From an optimization exercise on the open Yosys and OpenROAD flow, aimed at small area and a short achievable clock period; shortcuts taken in it are not production practice.
Only simulation tests tie the RTL to the original design; equivalence was not proved.
The flow treats the clock pin as an ideal source. Dropping or thinning the clock tree relies on that and would not hold on a real chip.
Power and IR drop assume default switching activity.

## west
==> flow/design.v <==
module fifo #(
  parameter DATA_WIDTH = 32,
  parameter DEPTH      = 16
) (
  input  logic                  clk,
  input  logic                  rst_n,
  input  logic                  wr_en,
  input  logic [DATA_WIDTH-1:0] wr_data,
  input  logic                  rd_en,
  output logic [DATA_WIDTH-1:0] rd_data,
  output logic                  full,
  output logic                  empty
);
  localparam RD = DEPTH - 1;             
  logic [DATA_WIDTH-1:0] head;
  logic [DATA_WIDTH-1:0] mem [RD];
  logic [RD-1:0]         wsel, src;
  logic [DEPTH-1:0]      lvl;
  logic nempty, ram_ne, is_full;
  logic [DATA_WIDTH-1:0] head_d;
  logic [DEPTH-1:0]      lvl_n;
  logic [RD-1:0]         wsel_n, src_n;
  assign nempty  = lvl[0];
  assign ram_ne  = lvl[1];
  assign is_full = lvl[DEPTH-1];
  always_ff @(posedge clk) begin
    for (int i = 0; i < RD; i++)
      if (wr_en && wsel[i]) mem[i] <= wr_data;
  end
  always_comb begin
    head_d = wr_data & {DATA_WIDTH{!ram_ne}};
    for (int i = 0; i < RD; i++)
      head_d = head_d | (mem[i] & {DATA_WIDTH{src[i]}});
  end
  logic hold;
  assign hold = nempty && !rd_en;
  always_ff @(posedge clk)
    head <= (head & {DATA_WIDTH{hold}}) | (head_d & {DATA_WIDTH{!hold}});
  logic [DEPTH-1:0] lvl_up, lvl_dn;
  logic [RD-1:0]    wsel_adv, src_rot;
  assign lvl_up   = {lvl[DEPTH-2:0], 1'b1};
  assign lvl_dn   = {1'b0, lvl[DEPTH-1:1]};
  assign wsel_adv = {wsel[RD-2:0], wsel[RD-1]};
  assign src_rot  = {src[RD-2:0], src[RD-1]};
  always_comb begin
    case ({wr_en, rd_en})
      2'b10: begin    
        lvl_n  = is_full ? lvl : lvl_up;
        wsel_n = (!is_full && nempty) ? (lvl[DEPTH-2] ? '0 : wsel_adv) : wsel;
        src_n  = ram_ne ? src : (nempty ? wsel : '0);
      end
      2'b01: begin    
        lvl_n  = nempty ? lvl_dn : lvl;
        wsel_n = is_full ? src : wsel;
        src_n  = (ram_ne && lvl[2]) ? src_rot : '0;
      end
      2'b11: begin    
        lvl_n  = !nempty ? lvl_up : (is_full ? lvl_dn : lvl);
        wsel_n = is_full ? src : (ram_ne ? wsel_adv : wsel);
        src_n  = ram_ne ? src_rot : '0;
      end
      default: begin  
        lvl_n  = lvl;
        wsel_n = wsel;
        src_n  = src;
      end
    endcase
  end
  always_ff @(posedge clk or negedge rst_n) begin
    if (!rst_n) begin
      wsel <= {{(RD-1){1'b0}}, 1'b1};
      src  <= '0;
      lvl  <= '0;
    end else begin
      wsel <= wsel_n;
      src  <= src_n;
      lvl  <= lvl_n;
    end
  end
  assign rd_data = head;
  assign full    = is_full;
  assign empty   = !nempty;
endmodule
Settings: LEC_CHECK=0, CAP_MARGIN=20, CORE_MARGIN=2, CORE_UTILIZATION=65, PLACE_DENSITY=0.75, SETUP_SLACK_MARGIN=2.55, SLEW_MARGIN=20, TNS_END_PERCENT=10; clock period 4.2 ns.
standard.sh (not shown) runs the stock make flow with config.mk's settings and CLKGATE_MAP_FILE= SYNTH_SCRIPT=/design/flow/synth_recipe.tcl, a recipe that flattens the netlist after the stock synthesis.
==> flow/flow/run.sh <==
#!/bin/bash
# Standard layout, except that the clock tree CTS builds is replaced (in the
# POST_CTS hook) by a balanced two-level tree: four root buffers fed by the
# clock port, each feeding leaf buffers that drive ~28 registers each.
set -euo pipefail
export POST_CTS_TCL="$PWD/flow/mycts.tcl"
export MYCTS_CLK=clk
export MYCTS_PER=22
bash standard.sh > standard_flow.log 2>&1 || { tail -50 standard_flow.log; exit 1; }
tail -5 standard_flow.log
Other scripts of this flow, unchanged in this note and not shown: flow/flow/mycts.tcl
What south does differently from west at the input level:
Settings: TNS_END_PERCENT: 10 -> unset; SETUP_SLACK_MARGIN: 2.55 -> 2.4.
-- flow/flow/run.sh --
<<< west, line 4
# clock port, each feeding leaf buffers that drive ~28 registers each.
>>> south, line 4
# clock port, each feeding leaf buffers that drive ~22 registers each.
==> notes.md <==
- | first-pass GRT wire length | lower: south |
- Going from west to south, share of power burned in combinational logic shrinks by 1.7 points.
- Via count on south is ahead of west.
- south vs west, critical path class: reg -> out vs reg -> reg
- | design area | lower: south |
- Relative to west, normalized max-slew margin has gone down in south.
No run of this note takes its clock network from TritonCTS; it comes from the design's own scripts or RTL.

## port drivers added, routing unchanged
The flow's constraints put no driver on any port. The routed layouts listed below were extracted and timed again, unchanged, in two steps. Step 1 (the two cells are an assumption about what drives the block):
set clk [get_ports {clk}]
set_driving_cell -lib_cell sky130_fd_sc_hd__clkbuf_16 $clk
set_driving_cell -lib_cell sky130_fd_sc_hd__buf_2 [delete_from_list [all_inputs] $clk]
Step 2 adds t to the input delays and takes it off the output delays; t is the mean of the earliest and latest rising clock arrival at the registers after step 1. Input paths then give back, and output paths get back, about the clock's delay inside the block. Three values: ideal, step 1, step 2; two values: the first two.
| run | shift t [ns] | slack for setup (ns) | worst hold slack (ns) | worst data-port slew with drivers (ns) | pins driven straight from the clock port |
|---|---|---|---|---|---|
| west | 0.467 | 2.323 / 2.312 / 2.037 | 0.490 / 0.407 / 0.539 | 0.07 | 4 |
| south | 0.464 | 2.387 / 2.276 / 2.045 | 0.484 / 0.402 / 0.541 | 0.08 | 4 |
After both steps setup and hold are still met in every run listed. The setup slack of south, which loses most, moves by -0.111 ns with the drivers and by -0.342 ns with both steps.
